Context: an optimization exercise on an open-source flow, tuned for small area. The choices shown serve that exercise and are no tape-out recipe. Only simulation tests tie the RTL to the original design; equivalence was not proved. Power is estimated from default activity; no workload was simulated.

**flow/run.sh**
```bash
#!/bin/bash
# Standard layout, with the port buffers made from the smallest buffer cell.
bash standard.sh BUFFER_PORTS_ARGS="-buffer_cell sky130_fd_sc_hd__buf_1" finish > standard.log 2>&1
```
**standard.sh**
```bash
#!/bin/bash
# synth_recipe.tcl (not shown) runs the flow's synth.tcl, then flattens the netlist and writes it again
# the make line also repeats each setting of config.mk as NAME=value (left out here)
make -C /OpenROAD-flow-scripts/flow DESIGN_CONFIG=/design/flow/config.mk WORK_HOME=/design/flow/orfs CLKGATE_MAP_FILE= SYNTH_SCRIPT=/design/flow/synth_recipe.tcl "${@:-finish}"
```
**config.mk**
```make
export PLATFORM = sky130hd
export DESIGN_NAME = chess_top
export DESIGN_NICKNAME = chess_top
export VERILOG_FILES = /design/flow/design.v
export SDC_FILE = /design/flow/constraint.sdc
export NUM_CORES = 8
export LEC_CHECK = 0
export CAP_MARGIN = 20
export CORE_MARGIN = 2
export CORE_UTILIZATION = 60
export CTS_BUF_LIST = sky130_fd_sc_hd__clkbuf_16
export CTS_CLUSTER_DIAMETER = 80
export CTS_CLUSTER_SIZE = 26
export PLACE_DENSITY = 0.75
export SLEW_MARGIN = 20
```
**constraint.sdc**
```tcl
create_clock -name core_clock -period 10.0 [get_ports {ClkPort}]
set_input_delay 2.0000 -clock core_clock [delete_from_list [all_inputs] [get_ports {ClkPort}]]
set_output_delay 2.0000 -clock core_clock [all_outputs]
set_load 0.01 [all_outputs]
```
**design.v**
```verilog
module input_debounce(CLK, RESET, Btn, Btn_pulse);
input CLK;
input RESET;
input Btn;
output Btn_pulse;
localparam [10:0] FIRST = 11'd117;      
reg s;
reg P;
reg busy;                     
reg [10:0] C;
assign Btn_pulse = P;
wire last = (C[9] == 1'b0) && (C[7:0] == 8'b0011_0000);
wire go   = (Btn ^ s) & ~P;            
wire done = go & busy & last;         
always @(posedge CLK, posedge RESET)
begin
	if (RESET) begin
		s <= 1'b0;
		P <= 1'b0;
		busy <= 1'b0;
	end
	else begin
		if (done) s <= ~s;
		P <= done & ~s;
		busy <= go & ~done;
	end
end
always @(posedge CLK)
	C <= busy ? {C[9:0], ~(C[10] ^ C[8])} : FIRST;
endmodule
module hvsync_generator(clk, reset, vga_h_sync, vga_v_sync, xb, xu, xr5, yb, yu, yr5);
input clk;
input reset;
output vga_h_sync, vga_v_sync;
output reg [3:0] xb;
output reg [3:0] xu;
output wire xr5;
output reg [3:0] yb;
output reg [3:0] yu;
output wire yr5;
reg [2:0] xr, yr;
reg vga_HS, vga_VS;
assign xr5 = xr[2] & ~xr[1];
assign yr5 = yr[2] & ~yr[1];
wire xr1 = ~xr[2] & xr[0] & ~xr[1];
wire yr1 = ~yr[2] & yr[0] & ~yr[1];
wire x_blk_end = xr5 && (xu == 4'd8);                
wire x_wrap    = x_blk_end && (xb == 4'd15);
wire x_800     = xr5 && (xu == 4'd7) && (xb == 4'd13);  
reg [3:0] xu_next;
always @(*) begin
	case (xu)
		4'd15: xu_next = 4'd0;
		4'd0:  xu_next = 4'd1;
		4'd1:  xu_next = 4'd2;
		4'd2:  xu_next = 4'd3;
		4'd3:  xu_next = 4'd7;
		4'd7:  xu_next = 4'd6;
		4'd6:  xu_next = 4'd5;
		4'd5:  xu_next = 4'd4;
		4'd4:  xu_next = 4'd8;
		default: xu_next = 4'd15;
	endcase
end
wire y_521     = yr1 && (yu == 4'd5) && (yb == 4'd9);
wire y_blk_end = yr5 && (yu == 4'd8);
wire y_wrap    = yr1 && (yu == 4'd3) && (yb == 4'd10);
always @(posedge clk)
begin
	if (reset) begin
		xb <= 4'd13; xu <= 4'd6; xr <= 3'b001;      
	end
	else begin
		xr <= {xr[1:0], (~xr[2] | ~xr[1]) & ~x_wrap};
		if (xr5) xu <= xu_next;
		if (x_blk_end) xb <= xb + 4'd1;
	end
end
always @(posedge clk)
begin
	if (reset) begin
		yb <= 4'd9; yu <= 4'd5; yr <= 3'b011;       
	end
	else if (y_521 || x_800) begin
		if (y_wrap) begin
			yb <= 4'd0; yu <= 4'd15; yr <= 3'b000;
		end
		else begin
			yr <= {yr[1:0], ~yr[2] | ~yr[1]};
			if (yr5) yu <= (yu == 4'd8) ? 4'd15 : yu + 4'd1;
			if (y_blk_end) yb <= yb + 4'd1;
		end
	end
end
always @(posedge clk)
begin
	vga_HS <= ((xb == 4'd10) && (xu == 4'd5 || xu == 4'd4 || xu == 4'd8)) || (xb == 4'd11)
	       || ((xb == 4'd12) && (xu == 4'd15 || xu <= 4'd3 || xu == 4'd7 || (xu == 4'd6 && xr1)));
	vga_VS <= ((yb == 4'd8) && (yu == 4'd8) && yr5) || ((yb == 4'd9) && (yu == 4'd15) && yr1);
end
assign vga_h_sync = ~vga_HS;
assign vga_v_sync = ~vga_VS;
endmodule
module display_interface(
	CLK, RESET,
	HSYNC, VSYNC, R, G, B,
	PIECE, CUR_SQ, NEXT_SQ, COL_END,
	CURSOR_ADDR, SELECT_ADDR, SELECT_EN
	);
input wire CLK, RESET;
output wire HSYNC, VSYNC;
output wire [2:0] R;
output wire [2:0] G;
output wire [1:0] B;
input wire [3:0] PIECE;
output wire [5:0] CUR_SQ;
output wire [5:0] NEXT_SQ;
output wire COL_END;
input wire [5:0] CURSOR_ADDR;
input wire [5:0] SELECT_ADDR;
input wire SELECT_EN;
wire [3:0] xb, yb, xu, yu;
wire xr5, yr5;
hvsync_generator syncgen(.clk(CLK), .reset(RESET),
	.vga_h_sync(HSYNC), .vga_v_sync(VSYNC),
	.xb(xb), .xu(xu), .xr5(xr5), .yb(yb), .yu(yu), .yr5(yr5));
wire [2:0] row = yb[2:0];
wire [2:0] col = xb[2:0];
assign CUR_SQ  = {row, col};
assign NEXT_SQ = {row, (xb[3] || col == 3'd7) ? 3'd0 : col + 3'd1};
assign COL_END = (xu == 4'd8) && xr5;       
reg art_bit;
always @(*) begin
	case ({PIECE[2:0], yu[2:0], xu[2:0]})
		9'o143, 9'o147, 9'o152, 9'o153, 9'o156, 9'o157, 9'o161, 9'o162,
		9'o163, 9'o165, 9'o166, 9'o167, 9'o171, 9'o172, 9'o173, 9'o175,
		9'o176, 9'o177:
			art_bit = 1'b1;
		9'o203, 9'o207, 9'o211, 9'o212, 9'o213, 9'o216, 9'o217, 9'o220,
		9'o221, 9'o222, 9'o223, 9'o225, 9'o226, 9'o227, 9'o230, 9'o231,
		9'o232, 9'o234, 9'o235, 9'o236, 9'o237, 9'o244, 9'o245, 9'o246,
		9'o253, 9'o254, 9'o255, 9'o256, 9'o257, 9'o262, 9'o263, 9'o264,
		9'o265, 9'o266, 9'o267, 9'o271, 9'o272, 9'o273, 9'o275, 9'o276,
		9'o277:
			art_bit = 1'b1;
		9'o313, 9'o317, 9'o322, 9'o323, 9'o326, 9'o327, 9'o332, 9'o333,
		9'o336, 9'o337, 9'o343, 9'o347, 9'o353, 9'o357, 9'o362, 9'o363,
		9'o366, 9'o367, 9'o370, 9'o371, 9'o372, 9'o374, 9'o375, 9'o376:
			art_bit = 1'b1;
		9'o411, 9'o413, 9'o415, 9'o417, 9'o421, 9'o422, 9'o423, 9'o425,
		9'o426, 9'o427, 9'o432, 9'o433, 9'o436, 9'o437, 9'o443, 9'o447,
		9'o453, 9'o457, 9'o462, 9'o463, 9'o466, 9'o467, 9'o471, 9'o472,
		9'o473, 9'o475, 9'o476, 9'o477:
			art_bit = 1'b1;
		9'o511, 9'o513, 9'o514, 9'o516, 9'o521, 9'o523, 9'o524, 9'o526,
		9'o531, 9'o533, 9'o534, 9'o536, 9'o541, 9'o543, 9'o544, 9'o546,
		9'o551, 9'o552, 9'o553, 9'o554, 9'o555, 9'o556, 9'o557, 9'o561,
		9'o562, 9'o563, 9'o564, 9'o565, 9'o566, 9'o567, 9'o571, 9'o572,
		9'o573, 9'o574, 9'o575, 9'o576, 9'o577:
			art_bit = 1'b1;
		9'o603, 9'o607, 9'o611, 9'o612, 9'o613, 9'o615, 9'o616, 9'o617,
		9'o623, 9'o627, 9'o633, 9'o637, 9'o642, 9'o643, 9'o646, 9'o647,
		9'o651, 9'o652, 9'o653, 9'o655, 9'o656, 9'o657, 9'o661, 9'o662,
		9'o663, 9'o665, 9'o666, 9'o667, 9'o672, 9'o673, 9'o676, 9'o677:
			art_bit = 1'b1;
		default: art_bit = 1'b0;
	endcase
end
wire in_board = ~xb[3] && ~yb[3] && !(col == 3'd7 && COL_END) && !(row == 3'd7 && yu == 4'd8 && yr5);
wire border = (xu == 4'd15) || (xu == 4'd8) || (xu == 4'd4 && xr5)
           || (yu == 4'd15) || (yu == 4'd8) || (yu == 4'd7 && yr5);
wire dark = row[0] ^ col[0];
localparam C_OUT = 3'd7, C_DARK = 3'd3, C_LIGHT = 3'd5, C_BLACK = 3'd0, C_WHITE = 3'd1, C_CURSOR = 3'd2, C_SEL = 3'd4;
reg [2:0] code;
reg [2:0] code_next;
always @(*) begin
	if (RESET || !in_board) code_next = C_OUT;
	else if (border) begin
		if (CURSOR_ADDR == CUR_SQ) code_next = C_CURSOR;
		else if (SELECT_EN && SELECT_ADDR == CUR_SQ) code_next = C_SEL;
		else code_next = dark ? C_DARK : C_LIGHT;
	end
	else if (art_bit) code_next = PIECE[3] ? C_BLACK : C_WHITE;
	else code_next = dark ? C_DARK : C_LIGHT;
end
always @(posedge CLK) code <= code_next;
reg [7:0] color;
always @(*) begin
	case (code)
		C_DARK:   color = 8'b101_000_00;
		C_LIGHT:  color = 8'b111_110_10;
		C_BLACK:  color = 8'b001_001_01;
		C_WHITE:  color = 8'b111_111_11;
		C_CURSOR: color = 8'b000_000_11;
		C_SEL:    color = 8'b111_000_00;
		default:  color = 8'b000_000_00;
	endcase
end
assign R = color[7:5];
assign G = color[4:2];
assign B = color[1:0];
endmodule
module game_logic(
	CLK, RESET,
	BtnL, BtnU, BtnR, BtnD, BtnC,
	cursor_contents, cursor_stale, ahead_empty,
	cursor_addr, selected_addr, sel_piece, sel_empty, dest_addr,
	state, player_to_move, move_is_legal
	);
input wire CLK, RESET;
input wire BtnL, BtnU, BtnR, BtnD, BtnC;
input wire [3:0] cursor_contents;
input wire cursor_stale;  
input wire ahead_empty;   
output reg [5:0] cursor_addr;
output reg [5:0] selected_addr;
output reg [3:0] sel_piece;
output reg [5:0] dest_addr;
output reg [2:0] state;
output wire move_is_legal;
localparam PIECE_NONE   = 3'b000;
localparam PIECE_PAWN   = 3'b001;
localparam PIECE_KNIGHT = 3'b010;
localparam PIECE_BISHOP = 3'b011;
localparam PIECE_ROOK   = 3'b100;
localparam PIECE_QUEEN  = 3'b101;
localparam PIECE_KING   = 3'b110;
localparam COLOR_WHITE  = 0;
localparam COLOR_BLACK  = 1;
localparam INITIAL = 3'b000,
	PIECE_SEL = 3'b001, PIECE_MOVE = 3'b010,
	WRITE_NEW_PIECE = 3'b011, ERASE_OLD_PIECE = 3'b100;
output reg player_to_move;
output reg sel_empty;
wire [2:0] sel_type = sel_empty ? PIECE_NONE : sel_piece[2:0];
wire cur_own = (cursor_contents[3] == player_to_move) && (cursor_contents[2:0] != PIECE_NONE);
always @(posedge CLK, posedge RESET) begin
	if (RESET) begin
		state <= INITIAL;
		player_to_move <= COLOR_WHITE;
		cursor_addr <= 6'b110_100;
	end
	else begin
		case (state)
			INITIAL: state <= PIECE_SEL;
			PIECE_SEL:
				if (BtnC && cur_own) state <= PIECE_MOVE;
			PIECE_MOVE:
				if (BtnC) begin
					if (!cur_own && legal) state <= WRITE_NEW_PIECE;
					else if (!cur_own) state <= PIECE_SEL;
				end
			WRITE_NEW_PIECE: state <= ERASE_OLD_PIECE;
			ERASE_OLD_PIECE: begin
				state <= PIECE_SEL;
				player_to_move <= ~player_to_move;
			end
			default: ;
		endcase
		if      (BtnL && cursor_addr[2:0] != 3'b000) cursor_addr[2:0] <= cursor_addr[2:0] - 3'd1;
		else if (BtnR && cursor_addr[2:0] != 3'b111) cursor_addr[2:0] <= cursor_addr[2:0] + 3'd1;
		else if (BtnU && cursor_addr[5:3] != 3'b000) cursor_addr[5:3] <= cursor_addr[5:3] - 3'd1;
		else if (BtnD && cursor_addr[5:3] != 3'b111) cursor_addr[5:3] <= cursor_addr[5:3] + 3'd1;
	end
end
always @(posedge CLK) begin
	if (state == INITIAL) begin
		selected_addr <= 6'd0;
		sel_piece <= {1'b1, PIECE_ROOK};
		sel_empty <= 1'b0;
	end
	else begin
		if ((state == PIECE_SEL || state == PIECE_MOVE) && BtnC && cur_own) begin
			selected_addr <= cursor_addr;
			sel_piece <= cursor_contents;
			sel_empty <= 1'b0;
		end
		if (state == ERASE_OLD_PIECE) sel_empty <= 1'b1;
	end
	if (state == PIECE_MOVE) dest_addr <= cursor_addr;
end
wire [2:0] cr = cursor_addr[5:3], cc = cursor_addr[2:0];
wire [2:0] sr = selected_addr[5:3], sc = selected_addr[2:0];
wire [3:0] dh = {1'b0, cc} - {1'b0, sc};
wire [3:0] dv = {1'b0, cr} - {1'b0, sr};
wire [2:0] h_delta = (dh[2:0] ^ {3{dh[3]}}) + {2'b0, dh[3]};
wire [2:0] v_delta = (dv[2:0] ^ {3{dv[3]}}) + {2'b0, dv[3]};
wire dest_empty = (cursor_contents[2:0] == PIECE_NONE);
reg legal;
always @(*) begin
	case (sel_type)
		PIECE_PAWN:
			if (cursor_stale)
				legal = 1'b0;
			else if (player_to_move == COLOR_WHITE)
				legal = (cr < sr) && (
					  (v_delta == 3'd2 && h_delta == 3'd0 && sr == 3'b110 && dest_empty && ahead_empty)
					|| (v_delta == 3'd1 && h_delta == 3'd0 && dest_empty)
					|| (v_delta == 3'd1 && h_delta == 3'd1 && cursor_contents[3] == COLOR_BLACK && !dest_empty));
			else
				legal = (cr > sr) && (
					  (v_delta == 3'd2 && h_delta == 3'd0 && sr == 3'b001 && dest_empty && ahead_empty)
					|| (v_delta == 3'd1 && h_delta == 3'd0 && dest_empty)
					|| (v_delta == 3'd1 && h_delta == 3'd1 && cursor_contents[3] == COLOR_WHITE && !dest_empty));
		PIECE_ROOK:   legal = (h_delta == 3'd0 || v_delta == 3'd0);
		PIECE_QUEEN:  legal = (h_delta == 3'd0 || v_delta == 3'd0 || h_delta == v_delta);
		PIECE_KING:   legal = (h_delta <= 3'd1) && (v_delta <= 3'd1);
		PIECE_BISHOP: legal = (h_delta == v_delta);
		PIECE_KNIGHT: legal = (h_delta == 3'd2 && v_delta == 3'd1) || (v_delta == 3'd2 && h_delta == 3'd1);
		default:      legal = 1'b0;
	endcase
end
assign move_is_legal = legal && (state != INITIAL);
endmodule
`timescale 1ns / 1ps
module chess_top( MemOE, MemWR, RamCS, FlashCS, QuadSpiFlashCS,
		ClkPort,
		BtnL, BtnU, BtnD, BtnR, BtnC,
		Sw0,
		vga_hsync, vga_vsync,
		vga_r0, vga_r1, vga_r2,
		vga_g0, vga_g1, vga_g2,
		vga_b0, vga_b1,
		Ld0, Ld1, Ld2, Ld3, Ld4
	);
input		Sw0;
input		BtnL, BtnU, BtnD, BtnR, BtnC;
input		ClkPort;
output wire	MemOE, MemWR, RamCS, FlashCS, QuadSpiFlashCS;
assign MemOE = 1'b0;
assign MemWR = 1'b0;
assign RamCS = 1'b0;
assign FlashCS = 1'b0;
assign QuadSpiFlashCS = 1'b0;
output wire vga_hsync, vga_vsync;
output wire vga_r0, vga_r1, vga_r2;
output wire vga_g0, vga_g1, vga_g2;
output wire vga_b0, vga_b1;
output wire Ld0, Ld1, Ld2, Ld3, Ld4;
wire Reset = Sw0;
wire[2:0] vga_r;
wire[2:0] vga_g;
wire[1:0] vga_b;
assign vga_r0 = vga_r[2]; assign vga_r1 = vga_r[1]; assign vga_r2 = vga_r[0];
assign vga_g0 = vga_g[2]; assign vga_g1 = vga_g[1]; assign vga_g2 = vga_b[0];
assign vga_b0 = vga_b[1]; assign vga_b1 = vga_b[0];
wire BtnC_pulse, BtnU_pulse, BtnR_pulse, BtnL_pulse, BtnD_pulse;
input_debounce L_debounce(.CLK(ClkPort), .RESET(Reset), .Btn(BtnL), .Btn_pulse(BtnL_pulse));
input_debounce R_debounce(.CLK(ClkPort), .RESET(Reset), .Btn(BtnR), .Btn_pulse(BtnR_pulse));
input_debounce U_debounce(.CLK(ClkPort), .RESET(Reset), .Btn(BtnU), .Btn_pulse(BtnU_pulse));
input_debounce D_debounce(.CLK(ClkPort), .RESET(Reset), .Btn(BtnD), .Btn_pulse(BtnD_pulse));
input_debounce C_debounce(.CLK(ClkPort), .RESET(Reset), .Btn(BtnC), .Btn_pulse(BtnC_pulse));
function [3:0] init_piece;
	input [5:0] sq;
	reg [2:0] back;
	begin
		case (sq[2:0])
			3'd0, 3'd7: back = 3'd4;
			3'd1, 3'd6: back = 3'd2;
			3'd2, 3'd5: back = 3'd3;
			3'd3:       back = 3'd5;
			default:    back = 3'd6;
		endcase
		case (sq[5:3])
			3'd0: init_piece = {1'b1, back};
			3'd1: init_piece = 4'b1001;
			3'd6: init_piece = 4'b0001;
			3'd7: init_piece = {1'b0, back};
			default: init_piece = 4'b0000;
		endcase
	end
endfunction
wire [5:0] cursor_addr, selected_addr, dest_addr;
wire [3:0] sel_piece;
wire sel_empty;
wire [2:0] logic_state;
wire [3:0] cursor_contents;
reg ahead_empty;
wire player_is_black;
game_logic logic_module(
	.CLK(ClkPort), .RESET(Reset),
	.BtnL(BtnL_pulse), .BtnU(BtnU_pulse), .BtnR(BtnR_pulse), .BtnD(BtnD_pulse), .BtnC(BtnC_pulse),
	.cursor_contents(cursor_contents), .cursor_stale(pend_dest && cursor_addr[3] == dest_addr[3] && cursor_addr[0] == dest_addr[0]),
	.ahead_empty(ahead_empty && !(pend_dest && ahead_is_dest)),
	.cursor_addr(cursor_addr), .selected_addr(selected_addr),
	.sel_piece(sel_piece), .sel_empty(sel_empty), .dest_addr(dest_addr),
	.state(logic_state), .player_to_move(player_is_black), .move_is_legal(Ld4));
assign { Ld3, Ld2, Ld1, Ld0 } = { 1'b0, logic_state };
wire st_initial = (logic_state == 3'd0);
wire st_write   = (logic_state == 3'd3);
wire st_erase   = (logic_state == 3'd4);
reg [255:0] ring;            
reg [5:0] phase;             
reg init_pending;
reg pend_dest;               
wire [3:0] slot0  = ring[3:0];
wire [3:0] slot32 = ring[131:128];
wire absorb_dest = pend_dest && (phase == dest_addr);
wire absorb_src  = sel_empty && (phase == selected_addr);
wire phase_last = (phase[4:0] == 5'd16);
reg [3:0] head_in;           
always @(*) begin
	if (init_pending) head_in = init_piece(phase);
	else if (absorb_dest) head_in = sel_piece;
	else if (absorb_src) head_in = 4'b0000;
	else head_in = slot0;
end
always @(posedge ClkPort) begin
	ring <= {head_in, ring[255:4]};
	phase <= st_initial ? 6'd0 : {phase[5] ^ phase_last,
	                              phase[3:0], phase[4] ^ phase[2] ^ (phase[3:0] == 4'd0)};
	init_pending <= st_initial | (init_pending & ~(phase_last & phase[5]));
	pend_dest <= st_write | (pend_dest & ~absorb_dest);
end
function [1:0] mod3;
	input [2:0] v;
	case (v)
		3'd0, 3'd3, 3'd6: mod3 = 2'd0;
		3'd1, 3'd4, 3'd7: mod3 = 2'd1;
		default:          mod3 = 2'd2;
	endcase
endfunction
reg [3:0] box [0:8];
function near1;
	input [2:0] a, b;
	case ({a, b})
		6'o00, 6'o01, 6'o10, 6'o11, 6'o12, 6'o21, 6'o22, 6'o23, 6'o32, 6'o33, 6'o34,
		6'o43, 6'o44, 6'o45, 6'o54, 6'o55, 6'o56, 6'o65, 6'o66, 6'o67, 6'o76, 6'o77: near1 = 1'b1;
		default: near1 = 1'b0;
	endcase
endfunction
wire head_near = near1(phase[5:3], cursor_addr[5:3]) && near1(phase[2:0], cursor_addr[2:0]);
always @(posedge ClkPort)
	if (head_near) box[mod3(phase[5:3]) * 3 + mod3(phase[2:0])] <= head_in;
assign cursor_contents = box[mod3(cursor_addr[5:3]) * 3 + mod3(cursor_addr[2:0])];
wire [5:0] ahead_sq = {(player_is_black ? 3'd2 : 3'd5), selected_addr[2:0]};
wire ahead_is_dest = (dest_addr[5] != player_is_black) && (dest_addr[3] != player_is_black)
                  && (dest_addr[0] == selected_addr[0]);
always @(posedge ClkPort)
	if (phase == ahead_sq) ahead_empty <= (head_in[2:0] == 3'b000);
wire [5:0] cur_sq, next_sq;
wire col_end;
reg [3:0] dcur, dnext;
wire next_any  = (next_sq[4:0] == phase[4:0]);      
wire next_head = next_any && (next_sq[5] == phase[5]);
wire cur_is_dest = (cur_sq == dest_addr);
wire cur_is_src  = (cur_sq == selected_addr);
always @(posedge ClkPort) begin
	if (next_any) dnext <= next_head ? head_in : slot32;
	if (col_end) dcur <= next_head ? head_in : dnext;
	else if (absorb_dest && cur_is_dest) dcur <= sel_piece;
	else if (absorb_src && cur_is_src) dcur <= 4'b0000;
end
reg [3:0] disp_piece;
always @(*) begin
	if (pend_dest && cur_sq == dest_addr) disp_piece = sel_piece;
	else if (sel_empty && cur_sq == selected_addr) disp_piece = 4'b0000;
	else disp_piece = dcur;
end
display_interface display_interface(
	.CLK(ClkPort), .RESET(Reset),
	.HSYNC(vga_hsync), .VSYNC(vga_vsync),
	.R(vga_r), .G(vga_g), .B(vga_b),
	.PIECE(disp_piece), .CUR_SQ(cur_sq), .NEXT_SQ(next_sq), .COL_END(col_end),
	.CURSOR_ADDR(cursor_addr), .SELECT_ADDR(selected_addr),
	.SELECT_EN(logic_state == 3'd2));
endmodule
```
==> results of run 1 <==
worst max-delay path, delay by kind of cell, from the launching register on:
kind                     cells  cell delay [ns]
AO/OA/AOI/OAI                2             0.46
XOR/XNOR                     1             0.17
adder cells (fa/ha/maj)      4             1.33
buffers and inverters        3             0.33
flip-flops                   1             0.68
multiplexers                 4             0.98
AND/OR/NAND/NOR              4             0.53
per-stage QoR:
step                      power (mW)  cell area, µm²  std cells
after floorplan                 2.37           14600       1220
after CTS                       3.41           15400       1549
after global routing            3.56           15400       1549
after global placement          2.49           14800       1514
final                           3.40           15400       1549
after detailed placement        2.51           14800       1514
cells by family (layout without fill, tap and decap cells):
logic type	after synthesis	after routing	synth area share
xor gates and xnor gates	71	71	0.0427
muxes	53	53	0.0432
buffers and inverters	106	111	0.0345
AOI/OAI and AO/OA	155	155	0.0662
DFF	433	433	0.639
and+or+nand+nor	342	342	0.125
adders and majority gates	54	54	0.0488
other	1	6	0.000258
worst min path at each step:
stage	end	start	cells past startpoint
after floorplan	ring[0]	ring[4]	0
after global placement	ring[154]	ring[158]	0
after detailed placement	ring[219]	ring[223]	0
after CTS	ring[4]	ring[8]	0
after global routing	ring[4]	ring[8]	0
final	ring[7]	ring[11]	0
power groups by stage:
stage	sequential (mW)	clock, mW	combinational, mW
floorplan	2.01	0	0.366
global placement	2.08	0	0.414
detailed placement	2.08	0	0.430
CTS	2.04	0.940	0.432
global route	2.06	1.01	0.494
finish	2.04	0.919	0.440
cell type report:
class                   count  area, µm²  share of cell area
flip-flops and latches    433       9310               0.604
repair buffers             25        113             0.00731
clock buffers              21        526              0.0341
clock inverters            14       83.8             0.00544
well taps                 324        405              0.0263
inverters                  51        191              0.0124
multi-input cells         681       4780               0.310
registers in the layout, indices dropped and copies added, names as in the netlist, 6 cells and up:
register,flops
U_debounce.C,11
D_debounce.C,11
R_debounce.C,11
C_debounce.C,11
logic_module.dest_addr,6
phase,6
L_debounce.C,11
logic_module.cursor_addr,6
box,36
ring,256
logic_module.selected_addr,6
cells in the final DEF, fill, tap and decap left out, drive strengths merged, types with 9 or more instances in the layout:
cell,instances
xor2,28
and2,37
ha,48
nand2b,35
edfxtp,51
nor4,10
nor2,68
a21oi,45
xnor2,43
dfxtp,357
nor2b,14
nand3,25
buf,25
dfrtp,22
a31oi,9
nand4,12
inv,63
o21ai,46
clkbuf,21
mux2i,41
nor3,22
nand2,74
layer usage:
metal | share of wire | wire (µm) | track usage
met3 | 0.045 | 1110 | 0.0312
met5 | 0 | 0 | 0
met1 | 0.48 | 11800 | 0.278
met4 | 0.037 | 901 | 0.0717
met2 | 0.44 | 10800 | 0.307
==> parameters.txt, run 1 <==
Parameter                              Value

Power
  Leak Pwr ... 6.27 nW
  Peak VDD IR ... 0.141 mV
  Switching fraction of total power ... 0.263
  Portion of total power attributed to combinational logic ... 0.129
  Clock group share of total power ... 0.270
  Sequential fraction of design power ... 0.600
  NetSw ... 0.895 mW
  Internal power ... 2.50 mW
  Ratio of total power to cell area ... 221 nW/µm²

Cells and area
  Number of fill cells in the layout ... 1901
  Ant diodes ... 0
  Core utilization of the finished layout ... 0.639
  Number of nets in the layout ... 1273
  Relative area change from synthesis to final layout ... 5.81%
  Layout cell share with drive strength beyond 1 ... 0.0441

Logic synthesis
  Post-synthesis register bit count ... 433
  Most area-hungry cell type in the Yosys netlist ... sky130_fd_sc_hd__dfxtp_1
  Main area contributors after synthesis ... sky130_fd_sc_hd__dfxtp_1 49%, sky130_fd_sc_hd__edfxtp_1 11%, sky130_fd_sc_hd__ha_1 4.1%
  Mean cell area of the mapped netlist ... 12.0 µm²
  Share of the synthesized area in the top cell type ... 0.491
  Area of the mapped netlist ... 14600 µm²
  Post-synth top flop ... sky130_fd_sc_hd__dfxtp_1
  Count of mapped cells out of synthesis ... 1215
  Post-synth ARST share ... 0.0577
  Sequential fraction of the synthesis area ... 0.639
  Commonest cells in the synthesized netlist ... 357 x sky130_fd_sc_hd__dfxtp_1, 74 x sky130_fd_sc_hd__nand2_1, 68 x sky130_fd_sc_hd__nor2_1
  Number of enable flip-flop cells after synthesis ... 51
  Cell variety after synth ... 77
  Most instantiated library cell after synthesis ... sky130_fd_sc_hd__dfxtp_1
  Synthesis Warnings ... 5

GRT
  Number of antenna violations at the first check in global routing ... 0
  Global-route wire length before repair ... 40.8 mm
  Maximum number of pins on one net before global-route repair ... 28
  Total track usage ... 0.196
  Vias in the first global route ... 7973
  Grt total ovfl ... 0

Clock network
  Clock buffers created by TritonCTS ... 21
  Count of hold-fix buffers inserted at cts ... 0
  Clock Path Buffers ... 3
  Buffer type at the clock tree root ... sky130_fd_sc_hd__clkbuf_16
  Total setup buffers inserted after CTS ... 0
  Clock transition time at the flip-flop clock pins of the worst setup and hold paths ... 0.11 ns
  Gates resized, CTS repair ... 0
  Number of levels in the clock H-tree ... 1
  Clock tree from TritonCTS ... yes
  Num Clock Sinks ... 433
  Worst-skew pair later-pin latency ... 0.54 ns

STA
  Post-route worst hold slack ... 0.322 ns
  Final Cycle Share ... 0.704
  Final setup margin ... 2.96 ns
  Final setup viols ... 0
  Shortest clock period the worst path allows after layout ... 7.04 ns
  Worst slew margin relative to its limit ... 0.312
  Worst Max-Slew Pin Slew ... 1.02 ns
  Worst-case clock skew ... 0.0190 ns
  Timing-limited maximum frequency ... 142 MHz
  RSZ-0062 raised after global routing ... no
  Final-report max-slew violation count ... 0
  Setup tns final ... 0 ns
  Total count of hold-check failures in the final report ... 0

Setup path
  Reg-to-reg slack, setup ... 4.70 ns
  Most Frequent Cell on Critical Path ... sky130_fd_sc_hd__ha_1
  Capturing element type of the critical path ... output port
  Crit path required time ... 8.00 ns
  Type of the worst setup path ... reg2out
  Worst path cell trace ... inv_1 > ha_1 > and2_1 > a211oi_1 > nand2_1 > ha_1 > ha_1 > inv_1 > fa_1 > mux4_1 > mux2_4 > mux2i_4 > xnor2_1 > nand4_1 > mux2i_1 > a21oi_1 > nor2_1 > buf_1
  Capture point of the worst reg-to-reg path ... logic_module.sel_piece[3]
  CP startpoint ... logic_module.cursor_addr[4]
  Kind of start point of the critical path ... flop
  Slowest CP cell ... sky130_fd_sc_hd__dfstp_2
  Capture point of the worst path ... Ld4
  FF-to-FF Start ... logic_module.cursor_addr[4]
  Worst EP arrival ... 5.04 ns
  Number of cell instances on the worst register-to-register path ... 17
  Highest net fanout along the worst path ... 11
  Crit path largest cell delay ... 0.68 ns

Routing
  Drt wl/cell ... 15.9 µm
  Number of iterations in the first detailed-routing pass ... 5
  Via count normalized by instance count ... 5.30
  DRC Markers ... 0
  Total wirelength of the detailed-routed design ... 24.6 mm
  Starting DRC count in detailed routing ... 642
  Antenna violation net count after detailed routing ... 0
  Vias post-DR ... 8215

Placed design
  Setup slack after placement ... 3.51 ns
  Count of buffers from port buffering ... 20
  Post-DP HPWL ... 16.8 mm
  Placer Congestion ... 0.874

Die
  Core Box Area ... 24100 µm²
  Die W ... 160 µm
  Die H ... 160 µm
  Number of top-level design ports ... 27
  Initial core utilization ... 0.604
  Total die area ... 25500 µm²
  Rows ... 57

Worst hold path
  Kind of path behind the tightest hold check ... reg2reg

Run status
  Result of the run ... no timing/DRC/antenna violations

Job
  Maximum Capacitance Violations ... 0
==> inputs of run 2 (changes only) <==
--- a/config.mk
+++ b/config.mk
@@ -10,5 +10,5 @@
 export CORE_UTILIZATION = 60
 export CTS_BUF_LIST = sky130_fd_sc_hd__clkbuf_16
-export CTS_CLUSTER_DIAMETER = 80
+export CTS_CLUSTER_DIAMETER = 110
 export CTS_CLUSTER_SIZE = 26
 export PLACE_DENSITY = 0.75
==> run 2 against run 1 <==
  * Cell count fell by 0.13%
  * First-iteration DRC count grew 0.78%
  * Via count increased by 0.39%
  * Largest cell class unchanged
  * Critical path depth is the same
  * Non-clock buffer count is the same
  * Combinational power hardly changed
  * Setup slack worse by 0.019 ns
==> parameters.txt, run 2 <==
Parameter                              Value

Power
  Ratio of total power to cell area ... 219 nW/µm² (-0.76%)
  Peak VDD IR ... 0.138 mV (-2.6%)
  Leak Pwr ... 6.26 nW (-0.14%)

Setup path
  Type of the worst setup path ... reg2out
  FF-to-FF Start ... logic_module.cursor_addr[4]
  Reg-to-reg slack, setup ... 4.69 ns (about the same)
  Highest net fanout along the worst path ... 11 (unchanged)
  Kind of start point of the critical path ... flop
  Number of cell instances on the worst register-to-register path ... 17 (unchanged)
  Worst EP arrival ... 5.06 ns (+0.02 ns)
  Crit path required time ... 8.00 ns (about the same)
  Capturing element type of the critical path ... output port
  Capture point of the worst reg-to-reg path ... logic_module.sel_piece[3]

GRT
  Number of antenna violations at the first check in global routing ... 0 (unchanged)
  Vias in the first global route ... 8030 (+0.71%)
  Total track usage ... 0.196 (about the same)
  Grt total ovfl ... 0 (unchanged)
  Global-route wire length before repair ... 40.8 mm (about the same)
  Maximum number of pins on one net before global-route repair ... 28 (unchanged)

STA
  Setup tns final ... 0 ns (unchanged)
  Worst Max-Slew Pin Slew ... 1.03 ns (+0.00502 ns)
  Final setup viols ... 0 (unchanged)
  Timing-limited maximum frequency ... 142 MHz (-0.28%)
  Shortest clock period the worst path allows after layout ... 7.06 ns (+0.0195 ns)
  Final Cycle Share ... 0.706 (+0.00195)
  Final setup margin ... 2.94 ns (-0.0195 ns)
  Worst slew margin relative to its limit ... 0.309 (-0.00337)
  Final-report max-slew violation count ... 0 (unchanged)
  RSZ-0062 raised after global routing ... no
  Total count of hold-check failures in the final report ... 0 (unchanged)
  Worst-case clock skew ... 0.0290 ns (+0.00997 ns)

Clock network
  Clock tree from TritonCTS ... yes
  Count of hold-fix buffers inserted at cts ... 0 (unchanged)
  Num Clock Sinks ... 433 (unchanged)
  Gates resized, CTS repair ... 0 (unchanged)
  Buffer type at the clock tree root ... sky130_fd_sc_hd__clkbuf_16
  Clock Path Buffers ... 3 (unchanged)
  Total setup buffers inserted after CTS ... 0 (unchanged)
  Number of levels in the clock H-tree ... 1 (unchanged)
  Worst-skew pair later-pin latency ... 0.55 ns (about the same)
  Clock buffers created by TritonCTS ... 20 (-4.8%)
  Clock transition time at the flip-flop clock pins of the worst setup and hold paths ... 0.11 ns (about the same)

Routing
  Via count normalized by instance count ... 5.33 (+0.52%)
  Drt wl/cell ... 15.9 µm (+0.13%)
  Antenna violation net count after detailed routing ... 0 (unchanged)
  DRC Markers ... 0 (unchanged)
  Starting DRC count in detailed routing ... 647 (+0.78%)
  Vias post-DR ... 8247 (+0.39%)
  Number of iterations in the first detailed-routing pass ... 5 (unchanged)
  Total wirelength of the detailed-routed design ... 24.6 mm (about the same)

Cells and area
  Max reg flops ... 256 (unchanged)
  Number of nets in the layout ... 1272 (-0.079%)
  Most common cell after layout, fill and taps aside ... sky130_fd_sc_hd__dfxtp_1
  Number of cells in the finished layout apart from fillers ... 1547 (-0.13%)
  Core utilization of the finished layout ... 0.638 (-0.00109)
  Register containing the most flip-flops in the final layout ... ring
  Layout cell share with drive strength beyond 1 ... 0.0401 (-0.00402)
  Relative area change from synthesis to final layout ... 5.63%
  Ant diodes ... 0 (unchanged)
  Final cell area excluding filler cells ... 15400 µm² (-0.17%)
  Most frequent cells in the layout ... 357 x sky130_fd_sc_hd__dfxtp_1, 74 x sky130_fd_sc_hd__nand2_1, 68 x sky130_fd_sc_hd__nor2_1, 62 x sky130_fd_sc_hd__inv_1, 51 x sky130_fd_sc_hd__edfxtp_1

Placed design
  Placed instance count ... 1514 (unchanged)
  Count of buffers from port buffering ... 20 (unchanged)
  Placed cell area ... 14800 µm² (unchanged)
  Setup slack after placement ... 3.51 ns (unchanged)
  Post-DP HPWL ... 16.8 mm (unchanged)
  Placer Congestion ... 0.874 (unchanged)

Logic synthesis
  Most area-hungry cell type in the Yosys netlist ... sky130_fd_sc_hd__dfxtp_1
  Mean cell area of the mapped netlist ... 12.0 µm² (unchanged)
  Sequential fraction of the synthesis area ... 0.639 (unchanged)
  Count of mapped cells out of synthesis ... 1215 (unchanged)
  Post-synth ARST share ... 0.0577 (unchanged)
  Most instantiated library cell after synthesis ... sky130_fd_sc_hd__dfxtp_1
  Area of the mapped netlist ... 14600 µm² (unchanged)
  Commonest cells in the synthesized netlist ... 357 x sky130_fd_sc_hd__dfxtp_1, 74 x sky130_fd_sc_hd__nand2_1, 68 x sky130_fd_sc_hd__nor2_1
  Share of the synthesized area in the top cell type ... 0.491 (unchanged)
  Post-synth top flop ... sky130_fd_sc_hd__dfxtp_1
  Post-synthesis register bit count ... 433 (unchanged)
  Cell variety after synth ... 77 (unchanged)
  Main area contributors after synthesis ... sky130_fd_sc_hd__dfxtp_1 49%, sky130_fd_sc_hd__edfxtp_1 11%, sky130_fd_sc_hd__ha_1 4.1%
  Synthesis Warnings ... 5 (unchanged)
  Number of enable flip-flop cells after synthesis ... 51 (unchanged)

Die
  Die W ... 160 µm (unchanged)
  Rows ... 57 (unchanged)
  Die H ... 160 µm (unchanged)
  Core Box Area ... 24100 µm² (unchanged)
  Total die area ... 25500 µm² (unchanged)
  Number of top-level design ports ... 27 (unchanged)
  Initial core utilization ... 0.604 (unchanged)

Worst hold path
  Kind of path behind the tightest hold check ... reg2reg
  Worst hold path cell count ... 0 (unchanged)
  Worst hold start ... ring[8]
  Worst hold endpoint ... ring[4]

Job
  Maximum Capacitance Violations ... 0 (unchanged)

Run status
  Result of the run ... no timing/DRC/antenna violations
## run 2: changes by cell type in the layout (fill, tap and decap cells not counted), sizes merged
| cell | before | now |
|---|---|---|
| clkbuf | 21 | 20 |
| clkinv | 2 | 1 |
## run 2: worst max-delay path: stages (launching register included)
cell and delay (ns):
sky130_fd_sc_hd__dfstp_2 0.68, sky130_fd_sc_hd__inv_1 0.13, sky130_fd_sc_hd__ha_1 0.27, sky130_fd_sc_hd__and2_1 0.20, sky130_fd_sc_hd__a211oi_1 0.37, sky130_fd_sc_hd__nand2_1 0.10, sky130_fd_sc_hd__ha_1 0.29, sky130_fd_sc_hd__ha_1 0.13
sky130_fd_sc_hd__inv_1 0.04, sky130_fd_sc_hd__fa_1 0.65, sky130_fd_sc_hd__mux4_1 0.36, sky130_fd_sc_hd__mux2_4 0.29, sky130_fd_sc_hd__mux2i_4 0.15, sky130_fd_sc_hd__xnor2_1 0.17, sky130_fd_sc_hd__nand4_1 0.12, sky130_fd_sc_hd__mux2i_1 0.18
sky130_fd_sc_hd__a21oi_1 0.09, sky130_fd_sc_hd__nor2_1 0.12, sky130_fd_sc_hd__buf_1 0.16
## run 2: kinds of logic (layout without fill, tap and decap cells)
| logic type | count (synthesis) | count (layout) | synth area share |
|---|---|---|---|
| compound gates | 155 | 155 | 0.0662 |
| fa+ha+maj | 54 | 54 | 0.0488 |
| simple gates | 342 | 342 | 0.125 |
| flops | 433 | 433 | 0.639 |
| xor+xnor | 71 | 71 | 0.0427 |
| buf+inv | 106 | 109 | 0.0345 |
| other cells | 1 | 6 | 0.000258 |
| mux | 53 | 53 | 0.0432 |
## run 2: how the worst max path moves through the flow
| stage | endpoint | cells after the start | from |
|---|---|---|---|
| floorplan | Ld4 | 15 | logic_module.cursor_addr[4] |
| global placement | Ld4 | 18 | logic_module.cursor_addr[4] |
| detailed placement | Ld4 | 18 | logic_module.cursor_addr[4] |
| CTS | Ld4 | 18 | logic_module.cursor_addr[4] |
| global route | Ld4 | 18 | logic_module.cursor_addr[4] |
| finish | Ld4 | 18 | logic_module.cursor_addr[4] |
## run 2: where the power goes
part           total [mW]  switching (mW)  internal (mW)
Combinational       0.440           0.263          0.177
Sequential           2.04           0.107           1.93
Clock               0.888           0.514          0.375
## run 2: through the flow
step                total power [mW]  hold slack (ns)
floorplan                       2.37            0.310
global placement                2.49            0.310
detailed placement              2.51            0.312
CTS                             3.38            0.316
global route                    3.53            0.336
finish                          3.37            0.316
## run 2: layout make-up
cell class,instances,area (µm²)
multi-input cells,681,4780
clock buffers,20,500
clock inverters,13,82.6
fillers,1892,8720
inverters,51,191
flip-flops and latches,433,9310
repair buffers,25,113
well taps,324,405
## run 2: routing by layer
layer	global-route usage	vias to the layer above	share of wire
met4	0.0737	0	0.033
li1	-	4106	-
met1	0.273	3904	0.47
met2	0.308	181	0.44
met5	0	-	0
met3	0.0340	56	0.050
==> inputs of run 3 (changes only) <==
--- a/config.mk
+++ b/config.mk
@@ -10,6 +10,7 @@
 export CORE_UTILIZATION = 60
 export CTS_BUF_LIST = sky130_fd_sc_hd__clkbuf_16
-export CTS_CLUSTER_DIAMETER = 110
+export CTS_CLUSTER_DIAMETER = 90
 export CTS_CLUSTER_SIZE = 26
-export PLACE_DENSITY = 0.75
+export GPL_TIMING_DRIVEN = 0
+export PLACE_DENSITY = 0.8
 export SLEW_MARGIN = 20
==> run 3 against run 2 <==
  * Fmax is 5.0% lower
  * Still clean
  * Clock power increased by 2.7%
  * Flip-flop and latch count did not move
  * Utilization increased by 1.4 points
  * Setup slack worse by 0.37 ns
  * Critical path depth is 1 lower
  * First-iteration DRC count is 6.3% higher
==> parameters.txt, run 3 <==
Parameter                              Value

Routing
  Via count normalized by instance count ... 5.37 (+0.79%)
  Total wirelength of the detailed-routed design ... 25.5 mm (+3.8%)
  Drt wl/cell ... 15.9 µm (+0.21%)
  Number of iterations in the first detailed-routing pass ... 5 (unchanged)
  Starting DRC count in detailed routing ... 688 (+6.3%)
  Vias post-DR ... 8613 (+4.4%)
  DRC Markers ... 0 (unchanged)
  Antenna violation net count after detailed routing ... 0 (unchanged)

Power
  Sequential fraction of design power ... 0.584 (-0.022)
  Peak VDD IR ... 0.206 mV (+50%)
  Leak Pwr ... 6.43 nW (+2.6%)
  Ratio of total power to cell area ... 217 nW/µm² (-1.1%)
  Total power consumption of the routed design ... 3.41 mW (+1.1%)
  NetSw ... 0.890 mW (+0.67%)
  Portion of total power attributed to combinational logic ... 0.148 (+0.017)
  Switching fraction of total power ... 0.261 (-0.00117)
  Internal power ... 2.52 mW (+1.3%)
  Clock group share of total power ... 0.268 (+0.004)

Logic synthesis
  Mean cell area of the mapped netlist ... 12.0 µm² (unchanged)
  Commonest cells in the synthesized netlist ... 357 x sky130_fd_sc_hd__dfxtp_1, 74 x sky130_fd_sc_hd__nand2_1, 68 x sky130_fd_sc_hd__nor2_1
  Synthesis Warnings ... 5 (unchanged)
  Most area-hungry cell type in the Yosys netlist ... sky130_fd_sc_hd__dfxtp_1
  Number of enable flip-flop cells after synthesis ... 51 (unchanged)
  Post-synth ARST share ... 0.0577 (unchanged)
  Cell variety after synth ... 77 (unchanged)
  Post-synth top flop ... sky130_fd_sc_hd__dfxtp_1
  Post-synthesis register bit count ... 433 (unchanged)
  Sequential fraction of the synthesis area ... 0.639 (unchanged)
  Area of the mapped netlist ... 14600 µm² (unchanged)
  Main area contributors after synthesis ... sky130_fd_sc_hd__dfxtp_1 49%, sky130_fd_sc_hd__edfxtp_1 11%, sky130_fd_sc_hd__ha_1 4.1%
  Most instantiated library cell after synthesis ... sky130_fd_sc_hd__dfxtp_1
  Share of the synthesized area in the top cell type ... 0.491 (unchanged)
  Count of mapped cells out of synthesis ... 1215 (unchanged)

Clock network
  Num Clock Sinks ... 433 (unchanged)
  Buffer type at the clock tree root ... sky130_fd_sc_hd__clkbuf_16
  Clock Path Buffers ... 3 (unchanged)
  Clock tree from TritonCTS ... yes
  Count of hold-fix buffers inserted at cts ... 0 (unchanged)
  Clock buffers created by TritonCTS ... 21 (+5.0%)
  Number of levels in the clock H-tree ... 1 (unchanged)
  Worst-skew pair later-pin latency ... 0.52 ns (-0.03 ns)
  Clock transition time at the flip-flop clock pins of the worst setup and hold paths ... 0.09 ns (-0.02 ns)
  Total setup buffers inserted after CTS ... 0 (unchanged)
  Gates resized, CTS repair ... 0 (unchanged)

STA
  Final setup margin ... 2.57 ns (-0.372 ns)
  Worst-case clock skew ... 0.0137 ns (-0.0153 ns)
  RSZ-0062 raised after global routing ... no
  Total count of hold-check failures in the final report ... 0 (unchanged)
  Final-report max-slew violation count ... 0 (unchanged)
  Shortest clock period the worst path allows after layout ... 7.43 ns (+0.372 ns)
  Worst Max-Slew Pin Slew ... 0.856 ns (-0.173 ns)
  Setup tns final ... 0 ns (unchanged)
  Final setup viols ... 0 (unchanged)
  Final Cycle Share ... 0.743 (+0.0372)
  Timing-limited maximum frequency ... 135 MHz (-5.0%)
  Worst slew margin relative to its limit ... 0.424 (+0.115)

Cells and area
  Number of nets in the layout ... 1326 (+4.2%)
  Core utilization of the finished layout ... 0.653 (+0.0145)
  Most common cell after layout, fill and taps aside ... sky130_fd_sc_hd__dfxtp_1
  Most frequent cells in the layout ... 357 x sky130_fd_sc_hd__dfxtp_1, 74 x sky130_fd_sc_hd__nand2_1, 68 x sky130_fd_sc_hd__nor2_1, 61 x sky130_fd_sc_hd__inv_1, 51 x sky130_fd_sc_hd__edfxtp_1
  Layout cell share with drive strength beyond 1 ... 0.0547 (+0.0147)
  Max reg flops ... 256 (unchanged)
  Register containing the most flip-flops in the final layout ... ring
  Relative area change from synthesis to final layout ... 8.02%
  Ant diodes ... 0 (unchanged)

Placed design
  Count of buffers from port buffering ... 20 (unchanged)
  Post-DP HPWL ... 17.7 mm (+5.2%)
  Setup slack after placement ... 3.22 ns (-0.290 ns)
  Placer Congestion ... 0.883 (+1.1%)

Run status
  Result of the run ... no timing/DRC/antenna violations

Die
  Number of top-level design ports ... 27 (unchanged)
  Core Box Area ... 24100 µm² (unchanged)
  Die W ... 160 µm (unchanged)
  Die H ... 160 µm (unchanged)
  Rows ... 57 (unchanged)
  Total die area ... 25500 µm² (unchanged)
  Initial core utilization ... 0.604 (unchanged)

GRT
  Maximum number of pins on one net before global-route repair ... 28 (unchanged)
  Grt total ovfl ... 0 (unchanged)
  Total track usage ... 0.200 (+0.00444)
  Global-route wire length before repair ... 41.6 mm (+1.9%)
  Vias in the first global route ... 8433 (+5.0%)
  Number of antenna violations at the first check in global routing ... 0 (unchanged)

Setup path
  Highest net fanout along the worst path ... 11 (unchanged)
  Kind of start point of the critical path ... flop
  Type of the worst setup path ... reg2out
  Crit path required time ... 8.00 ns (about the same)
  Worst path cell trace ... ha_1 > ha_1 > a21o_1 > a2111oi_0 > ha_1 > ha_1 > inv_1 > fa_1 > mux4_1 > mux2_4 > mux2i_4 > xnor2_1 > nand4_1 > mux2i_1 > a21oi_1 > nor2_1 > buf_1
  Capturing element type of the critical path ... output port
  Slowest CP cell ... sky130_fd_sc_hd__a2111oi_0
  Crit path largest cell delay ... 0.65 ns (-0.03 ns)
  Worst EP arrival ... 5.43 ns (+0.37 ns)
  Most Frequent Cell on Critical Path ... sky130_fd_sc_hd__ha_1

Job
  Maximum Capacitance Violations ... 0 (unchanged)

Worst hold path
  Kind of path behind the tightest hold check ... reg2reg
run 3: cell count changes in the layout (fill, tap and decap cells not counted), moves of 2 or more:
cell	change
sky130_fd_sc_hd__inv_6	+2
sky130_fd_sc_hd__buf_4	+6
sky130_fd_sc_hd__buf_2	+2
sky130_fd_sc_hd__clkbuf_8	+3
sky130_fd_sc_hd__clkbuf_1	+35
sky130_fd_sc_hd__buf_6	+2
run 3: cells by family (layout without fill, tap and decap cells):
family                     count (synthesis)  after routing  share of synthesized area
AOI/OAI and AO/OA                        155            155                     0.0662
and+or+nand+nor                          342            342                      0.125
adders and majority gates                 54             54                     0.0488
buffers and inverters                    106            165                     0.0345
muxes                                     53             53                     0.0432
other                                      1              6                   0.000258
xor gates and xnor gates                  71             71                     0.0427
DFF                                      433            433                      0.639
run 3: power by group through the flow:
stage                     logic (mW)  clock network, mW  registers [mW]
final                          0.504              0.912            1.99
after detailed placement       0.490                  0            2.03
after global routing           0.556              0.996            2.00
after global placement         0.466                  0            2.02
after floorplan                0.366                  0            2.01
after CTS                      0.494              0.935            1.99
run 3: stage by stage:
step                instance area, µm²  cells  hold slack (ns)
floorplan                        14600   1220            0.310
global placement                 15100   1564            0.310
detailed placement               15100   1567            0.312
CTS                              15700   1603            0.325
global route                     15700   1603            0.326
finish                           15700   1603            0.318
run 3: per-layer routing:
layer	global-route usage	part of all wire	up-vias
met4	0.0667	0.030	0
met1	0.263	0.44	4119
met3	0.0309	0.049	56
li1	-	-	4231
met2	0.341	0.48	207
met5	0	0	-
run 3: final timing paths:
| check | from | slack (ns) | cells past startpoint | end |
|---|---|---|---|---|
| setup / recovery | logic_module.cursor_addr[1] | 2.57 | 17 | Ld4 |
| hold / removal | ring[211] | 0.32 | 0 | ring[207] |
| setup reg to reg | logic_module.cursor_addr[1] | 4.88 | 17 | logic_module.selected_addr[2] |
| hold reg to reg | ring[211] | 0.32 | 0 | ring[207] |
| max in group asynchronous | Sw0 | 7.73 | 4 | logic_module.cursor_addr[4] |
| min in group asynchronous | Sw0 | 1.69 | 3 | R_debounce.P |
run 3: critical path, delay by kind of cell (launching register included):
kind                       cells  cell delay (ns)
buffers and inverters          2             0.22
and+or+nand+nor                2             0.29
AOI/OAI and AO/OA              3             0.96
xor gates and xnor gates       1             0.21
adders and majority gates      5             1.57
DFF                            1             0.59
muxes                          4             1.06
run 3: area by class of cell:
class                   count  area (µm²)
clock inverters            15        86.3
multi-input cells         681        4790
well taps                 324         405
fillers                  1830        8370
flip-flops and latches    433        9310
repair buffers             23         118
clock buffers              21         526
plain buffers              55         312
inverters                  51         191
==> inputs of run 4 (changes only) <==
--- a/config.mk
+++ b/config.mk
@@ -6,4 +6,5 @@
 export NUM_CORES = 8
 export LEC_CHECK = 0
+export ABC_AREA = 1
 export CAP_MARGIN = 20
 export CORE_MARGIN = 2
@@ -12,5 +13,4 @@
 export CTS_CLUSTER_DIAMETER = 90
 export CTS_CLUSTER_SIZE = 26
-export GPL_TIMING_DRIVEN = 0
 export PLACE_DENSITY = 0.8
 export SLEW_MARGIN = 20
==> run 4 against run 3 <==
  * Fmax grew 8.7%
  * Synthesized cell count grew 24%
  * Worst hold slack gained 0.0064 ns
  * Clock-buffer cell count shrank 1
  * Die area grew 1.9%
  * Sequential share of layout area grew 0.14 points
  * Clock skew shrank 0.0023 ns
  * First-iteration DRC count grew 37%
  * Cell count grew 16%
  * Flip-flop and latch count is the same
  * Total power grew 16%
  * Critical endpoint unchanged
  * Largest cell class unchanged
==> parameters.txt, run 4 <==
Parameter                              Value

Cells and area
  Most common cell after layout, fill and taps aside ... sky130_fd_sc_hd__dfxtp_1
  Final cell area excluding filler cells ... 15700 µm² (-0.24%)
  Max reg flops ... 256 (unchanged)
  Relative area change from synthesis to final layout ... 5.75%
  Footprint of the multi-input gates ... 4600 µm² (-3.9%)
  Register containing the most flip-flops in the final layout ... ring
  Number of nets in the layout ... 1582 (+19%)
  Ant diodes ... 0 (unchanged)
  Layout cell share with drive strength beyond 1 ... 0.0463 (-0.00839)
  Core utilization of the finished layout ... 0.645 (-0.00728)
  Sequential cell area ... 9310 µm² (unchanged)
  Number of fill cells in the layout ... 1917 (+4.8%)
  Most frequent cells in the layout ... 357 x sky130_fd_sc_hd__dfxtp_1, 308 x sky130_fd_sc_hd__nand2_1, 186 x sky130_fd_sc_hd__inv_1, 112 x sky130_fd_sc_hd__nor2_1, 84 x sky130_fd_sc_hd__nand3_1

Clock network
  Count of hold-fix buffers inserted at cts ... 0 (unchanged)
  Clock tree from TritonCTS ... yes
  Clock Path Buffers ... 3 (unchanged)
  Buffer type at the clock tree root ... sky130_fd_sc_hd__clkbuf_16
  Clock buffers created by TritonCTS ... 20 (-4.8%)
  Number of levels in the clock H-tree ... 1 (unchanged)
  Num Clock Sinks ... 433 (unchanged)
  Worst-skew pair later-pin latency ... 0.54 ns (+0.02 ns)
  Clock transition time at the flip-flop clock pins of the worst setup and hold paths ... 0.10 ns (about the same)
  Gates resized, CTS repair ... 0 (unchanged)
  Total setup buffers inserted after CTS ... 0 (unchanged)

Die
  Total die area ... 26000 µm² (+1.9%)
  Initial core utilization ... 0.610 (+0.00611)
  Die H ... 161 µm (+0.93%)
  Core Box Area ... 24300 µm² (+0.89%)
  Die W ... 161 µm (+0.93%)
  Number of top-level design ports ... 27 (unchanged)
  Rows ... 57 (unchanged)

Setup path
  Kind of start point of the critical path ... flop
  Number of cell instances on the worst register-to-register path ... 21 (+4)
  FF-to-FF Start ... logic_module.cursor_addr[0]
  Worst EP arrival ... 4.84 ns (-0.59 ns)
  Capture point of the worst reg-to-reg path ... logic_module.sel_piece[0]
  Crit path largest cell delay ... 0.64 ns (about the same)
  Highest net fanout along the worst path ... 10 (-1)
  Worst path cell trace ... clkinv_1 > ha_1 > inv_1 > nand2_1 > o21ai_0 > nand2_1 > a2111oi_0 > ha_1 > ha_1 > inv_1 > fa_1 > inv_1 > nand3_1 > nand3_1 > nand2_1 > nor2_2 > nand2_1 > nand2_1 > nand3_1 > a21oi_1 > buf_1
  Capturing element type of the critical path ... output port
  Slowest CP cell ... sky130_fd_sc_hd__a2111oi_0
  Type of the worst setup path ... reg2out
  Most Frequent Cell on Critical Path ... sky130_fd_sc_hd__nand2_1
  Crit path required time ... 8.00 ns (about the same)
  Reg-to-reg slack, setup ... 5.48 ns (+0.60 ns)
  CP startpoint ... logic_module.cursor_addr[0]
  Capture point of the worst path ... Ld4

Routing
  Drt wl/cell ... 15.1 µm (-5.4%)
  Total wirelength of the detailed-routed design ... 28.0 mm (+9.6%)
  DRC Markers ... 0 (unchanged)
  Antenna violation net count after detailed routing ... 0 (unchanged)
  Via count normalized by instance count ... 5.24 (-2.6%)
  Vias post-DR ... 9717 (+13%)
  Number of iterations in the first detailed-routing pass ... 6 (+1)
  Starting DRC count in detailed routing ... 944 (+37%)

Power
  Peak VDD IR ... 0.215 mV (+4.6%)
  Total power consumption of the routed design ... 3.94 mW (+16%)
  Leak Pwr ... 7.17 nW (+12%)
  Ratio of total power to cell area ... 251 nW/µm² (+16%)

Logic synthesis
  Commonest cells in the synthesized netlist ... 357 x sky130_fd_sc_hd__dfxtp_1, 308 x sky130_fd_sc_hd__nand2_1, 177 x sky130_fd_sc_hd__inv_1
  Post-synth ARST share ... 0.0577 (unchanged)
  Synthesis Warnings ... 5 (unchanged)
  Cell variety after synth ... 59 (-23%)
  Main area contributors after synthesis ... sky130_fd_sc_hd__dfxtp_1 48%, sky130_fd_sc_hd__edfxtp_1 10%, sky130_fd_sc_hd__nand2_1 7.8%
  Mean cell area of the mapped netlist ... 9.82 µm² (-18%)
  Post-synth top flop ... sky130_fd_sc_hd__dfxtp_1
  Count of mapped cells out of synthesis ... 1512 (+24%)
  Area of the mapped netlist ... 14800 µm² (+1.9%)
  Number of enable flip-flop cells after synthesis ... 51 (unchanged)
  Post-synthesis register bit count ... 433 (unchanged)
  Most area-hungry cell type in the Yosys netlist ... sky130_fd_sc_hd__dfxtp_1
  Most instantiated library cell after synthesis ... sky130_fd_sc_hd__dfxtp_1
  Sequential fraction of the synthesis area ... 0.627 (-0.0120)
  Share of the synthesized area in the top cell type ... 0.482 (-0.00919)

GRT
  Number of antenna violations at the first check in global routing ... 0 (unchanged)
  Global-route wire length before repair ... 45.8 mm (+10%)
  Vias in the first global route ... 9151 (+8.5%)
  Grt total ovfl ... 0 (unchanged)
  Total track usage ... 0.218 (+0.0185)
  Maximum number of pins on one net before global-route repair ... 32 (+14%)

Job
  Maximum Capacitance Violations ... 0 (unchanged)

STA
  Final-report max-slew violation count ... 0 (unchanged)
  Worst Max-Slew Pin Slew ... 1.04 ns (+0.182 ns)
  Shortest clock period the worst path allows after layout ... 6.84 ns (-0.596 ns)
  Setup tns final ... 0 ns (unchanged)
  RSZ-0062 raised after global routing ... no
  Worst-case clock skew ... 0.0114 ns (-0.00230 ns)
  Final setup viols ... 0 (unchanged)
  Timing-limited maximum frequency ... 146 MHz (+8.7%)
  Total count of hold-check failures in the final report ... 0 (unchanged)
  Final Cycle Share ... 0.684 (-0.0596)
  Worst slew margin relative to its limit ... 0.304 (-0.120)

Placed design
  Placer Congestion ... 0.991 (+12%)
  Placed cell area ... 15100 µm² (about the same)
  Count of buffers from port buffering ... 20 (unchanged)
  Post-DP HPWL ... 19.8 mm (+12%)

Worst hold path
  Kind of path behind the tightest hold check ... reg2reg

Run status
  Result of the run ... no timing/DRC/antenna violations
-- run 4: cell count changes after synthesis, sizes merged, moves of 37 or more --
cell   previous run  this run
mux2i            41         0
nand2            74       313
inv              51       189
and2             37         0
nand3            25        86
nor2             68       118
-- run 4: how the worst min path moves through the flow --
stage / from / endpoint / slack [ns] / cells past startpoint
after floorplan: ring[4] / ring[0] / 0.31 / 0
after global placement: ring[252] / ring[248] / 0.31 / 0
after detailed placement: ring[193] / ring[189] / 0.31 / 0
after CTS: ring[19] / ring[15] / 0.32 / 0
after global routing: ring[19] / ring[15] / 0.33 / 0
final: ring[51] / ring[47] / 0.32 / 0
-- run 4: report_power, final --
group | switching, mW | total, mW | leakage, nW | internal, mW
clock | 0.509 | 0.881 | 0.315 | 0.372
combinational | 0.505 | 0.708 | 3.12 | 0.203
sequential | 0.158 | 2.35 | 3.73 | 2.19
total | 1.17 | 3.94 | 7.17 | 2.77
-- run 4: cell families after synthesis --
family,synth area share
simple gates,0.174
flops,0.627
buf+inv,0.0647
compound gates,0.0685
fa+ha+maj,0.0472
xor+xnor,0.0177
other cells,0.000253
-- run 4: worst max-delay path: cells and delay by family (launching register included) --
family | cells | cell delay (ns)
DFF | 1 | 0.44
AOI/OAI and AO/OA | 3 | 0.85
and+or+nand+nor | 9 | 0.90
buffers and inverters | 5 | 0.76
adders and majority gates | 4 | 1.37
-- run 4: routing by layer --
layer | up-vias | part of all wire | GRT usage
met5 | - | 0 | 0
met4 | 0 | 0.036 | 0.0816
met3 | 67 | 0.062 | 0.0334
met2 | 314 | 0.45 | 0.357
met1 | 4476 | 0.45 | 0.298
li1 | 4860 | - | -
-- run 4: through the flow --
stage          hold WS (ns)  setup slack [ns]  instances
2_1_floorplan         0.310              4.66       1517
3_3_place_gp          0.310              3.86       1824
3_5_place_dp          0.312              3.77       1824
4_1_cts               0.323              3.15       1856
5_1_grt               0.328              2.81       1856
6_report              0.324              3.16       1856
-- run 4: area by class of cell --
cell class | instances | area share
clock inverters | 12 | 0.00470
clock buffers | 20 | 0.0319
inverters | 192 | 0.0463
flip-flops and latches | 433 | 0.593
multi-input cells | 854 | 0.293
well taps | 324 | 0.0258
repair buffers | 21 | 0.00526
==> inputs of run 5 (changes only) <==
--- a/config.mk
+++ b/config.mk
@@ -6,5 +6,4 @@
 export NUM_CORES = 8
 export LEC_CHECK = 0
-export ABC_AREA = 1
 export CAP_MARGIN = 20
 export CORE_MARGIN = 2
==> run 5 against run 4 <==
  * Sequential power is 13% lower
  * Clock-buffer cell count stayed put
  * Largest cell class unchanged
  * Setup slack got worse by 0.22 ns
  * Still clean
  * Sequential share of layout area up 1.3 points
  * Highest routed layer unchanged
  * Via count down 15%
  * Flip-flop and latch count stayed put
  * Area after synthesis decreased by 1.9%
  * Register-to-register slack got worse by 0.85 ns
  * Fmax decreased by 3.1%
==> parameters.txt, run 5 <==
Parameter                              Value

Run status
  Result of the run ... no timing/DRC/antenna violations

Setup path
  Type of the worst setup path ... reg2out
  FF-to-FF Start ... logic_module.cursor_addr[4]
  Slowest CP cell ... sky130_fd_sc_hd__dfstp_2
  Capturing element type of the critical path ... output port
  Highest net fanout along the worst path ... 11 (+1)
  Capture point of the worst reg-to-reg path ... logic_module.sel_piece[3]
  Buf/Inv on CP ... 3 (-2)
  Top Family by Delay on Critical Path ... adder cells
  Worst path cell trace ... inv_1 > ha_1 > and2_1 > a211oi_1 > nand2_1 > ha_1 > ha_1 > inv_1 > fa_1 > mux4_1 > mux2_4 > mux2i_4 > xnor2_1 > nand4_1 > mux2i_1 > a21oi_1 > nor2_1 > buf_1
  Crit path largest cell delay ... 0.70 ns (+0.06 ns)
  CP startpoint ... logic_module.cursor_addr[4]
  Kind of start point of the critical path ... flop
  Crit path required time ... 8.00 ns (about the same)

GRT
  Number of antenna violations at the first check in global routing ... 0 (unchanged)
  Global-route wire length before repair ... 40.2 mm (-12%)
  Maximum number of pins on one net before global-route repair ... 33 (+3.1%)
  Vias in the first global route ... 7930 (-13%)

Power
  Leak Pwr ... 6.25 nW (-13%)
  Clock group share of total power ... 0.261 (+0.037)
  Sequential fraction of design power ... 0.609 (+0.012)
  Switching fraction of total power ... 0.259 (-0.0384)
  Ratio of total power to cell area ... 218 nW/µm² (-13%)
  Internal power ... 2.48 mW (-10%)
  Total power consumption of the routed design ... 3.35 mW (-15%)

Die
  Initial core utilization ... 0.604 (-0.00611)
  Rows ... 57 (unchanged)
  Number of top-level design ports ... 27 (unchanged)
  Die W ... 160 µm (-0.92%)
  Core Box Area ... 24100 µm² (-0.88%)
  Total die area ... 25500 µm² (-1.8%)

Placed design
  Post-DP HPWL ... 16.8 mm (-15%)
  Count of buffers from port buffering ... 20 (unchanged)

Clock network
  Gates resized, CTS repair ... 0 (unchanged)
  Clock transition time at the flip-flop clock pins of the worst setup and hold paths ... 0.10 ns (about the same)
  Number of levels in the clock H-tree ... 1 (unchanged)
  Clock buffers created by TritonCTS ... 20 (unchanged)
  Clock Path Buffers ... 3 (unchanged)
  Worst-skew pair later-pin latency ... 0.53 ns (about the same)
  Total setup buffers inserted after CTS ... 0 (unchanged)

Logic synthesis
  Mean cell area of the mapped netlist ... 12.0 µm² (+22%)
  Post-synth ARST share ... 0.0577 (unchanged)
  Area of the mapped netlist ... 14600 µm² (-1.9%)
  Number of enable flip-flop cells after synthesis ... 51 (unchanged)
  Main area contributors after synthesis ... sky130_fd_sc_hd__dfxtp_1 49%, sky130_fd_sc_hd__edfxtp_1 11%, sky130_fd_sc_hd__ha_1 4.1%
  Synthesis Warnings ... 5 (unchanged)
  Commonest cells in the synthesized netlist ... 357 x sky130_fd_sc_hd__dfxtp_1, 74 x sky130_fd_sc_hd__nand2_1, 68 x sky130_fd_sc_hd__nor2_1
  Sequential fraction of the synthesis area ... 0.639 (+0.0120)
  Post-synthesis register bit count ... 433 (unchanged)

STA
  Worst-case clock skew ... 0.0201 ns (+0.00868 ns)
  Final setup viols ... 0 (unchanged)
  Final-report max-slew violation count ... 0 (unchanged)
  Setup tns final ... 0 ns (unchanged)
  Timing-limited maximum frequency ... 142 MHz (-3.1%)
  Total count of hold-check failures in the final report ... 0 (unchanged)
  RSZ-0062 raised after global routing ... no
  Final Cycle Share ... 0.705 (+0.0216)
  Shortest clock period the worst path allows after layout ... 7.05 ns (+0.216 ns)

Cells and area
  Most common cell after layout, fill and taps aside ... sky130_fd_sc_hd__dfxtp_1
  Most frequent cells in the layout ... 357 x sky130_fd_sc_hd__dfxtp_1, 74 x sky130_fd_sc_hd__nand2_1, 68 x sky130_fd_sc_hd__nor2_1, 61 x sky130_fd_sc_hd__inv_1, 51 x sky130_fd_sc_hd__edfxtp_1
  Layout cell share with drive strength beyond 1 ... 0.0385 (-0.00785)
  Max reg flops ... 256 (unchanged)
  Ant diodes ... 0 (unchanged)
  Number of nets in the layout ... 1271 (-20%)

Worst hold path
  Kind of path behind the tightest hold check ... reg2reg

Routing
  Vias post-DR ... 8222 (-15%)
  Total wirelength of the detailed-routed design ... 24.8 mm (-11%)
  Via count normalized by instance count ... 5.32 (+1.6%)
  Drt wl/cell ... 16.0 µm (+6.4%)
  DRC Markers ... 0 (unchanged)
  Starting DRC count in detailed routing ... 696 (-26%)
[run 5: changes by cell type in the layout (fill, tap and decap cells not counted), sizes merged, moves of 35 or more]
| cell | previous run | this run |
|---|---|---|
| inv | 200 | 62 |
| nand2 | 313 | 74 |
| mux2i | 0 | 41 |
| nor2 | 118 | 68 |
| nand2b | 0 | 35 |
| and2 | 0 | 37 |
| nand3 | 86 | 25 |
[run 5: power groups by stage]
stage / Combinational [mW] / Clock [mW] / Sequential (mW)
after floorplan: 0.366 / 0 / 2.01
after global placement: 0.412 / 0 / 2.08
after detailed placement: 0.425 / 0 / 2.07
after CTS: 0.431 / 0.899 / 2.04
after global routing: 0.484 / 0.958 / 2.06
final: 0.433 / 0.875 / 2.04
[run 5: layout make-up]
type	count	area, µm²
Clock buffer	20	500
Fill cell	1848	8750
Inverter	51	191
Sequential cell	433	9310
Tap cell	324	405
Clock inverter	12	65.1
Multi-Input combinational cell	681	4780
Timing Repair Buffer	24	105
[run 5: how the worst min path moves through the flow]
stage / to / cells past startpoint
floorplan: ring[0] / 0
global placement: ring[167] / 0
detailed placement: ring[227] / 0
CTS: ring[8] / 0
global route: ring[8] / 0
finish: ring[9] / 0
[run 5: per-stage QoR]
| step | cells | instance area, µm² | setup WS, ns | hold WS [ns] |
|---|---|---|---|---|
| global placement | 1513 | 14800 | 3.62 | 0.310 |
| floorplan | 1220 | 14600 | 3.99 | 0.310 |
| finish | 1545 | 15400 | 2.95 | 0.314 |
| global route | 1545 | 15400 | 2.69 | 0.318 |
| detailed placement | 1513 | 14800 | 3.54 | 0.312 |
| CTS | 1545 | 15400 | 2.93 | 0.318 |
[run 5: layer usage]
layer / global-route usage / share of wire / vias up
met1: 0.263 / 0.46 / 3866
met2: 0.324 / 0.47 / 202
li1: - / - / 4113
met5: 0 / 0 / -
met3: 0.0288 / 0.045 / 41
met4: 0.0586 / 0.022 / 0
[run 5: cells by family after synthesis]
logic type	share of synthesized area
and+or+nand+nor	0.125
other	0.000258
xor gates and xnor gates	0.0427
muxes	0.0432
adders and majority gates	0.0488
DFF	0.639
AOI/OAI and AO/OA	0.0662
buffers and inverters	0.0345

Re-timed with assumed drivers on the ports (clkbuf_16 on the clock, buf_2 on other inputs), run 5 has 2.900 ns of setup slack against 2.946 ns with ideal ports, and 3.468 ns once port delays also move by the mid clock arrival of 0.568 ns.
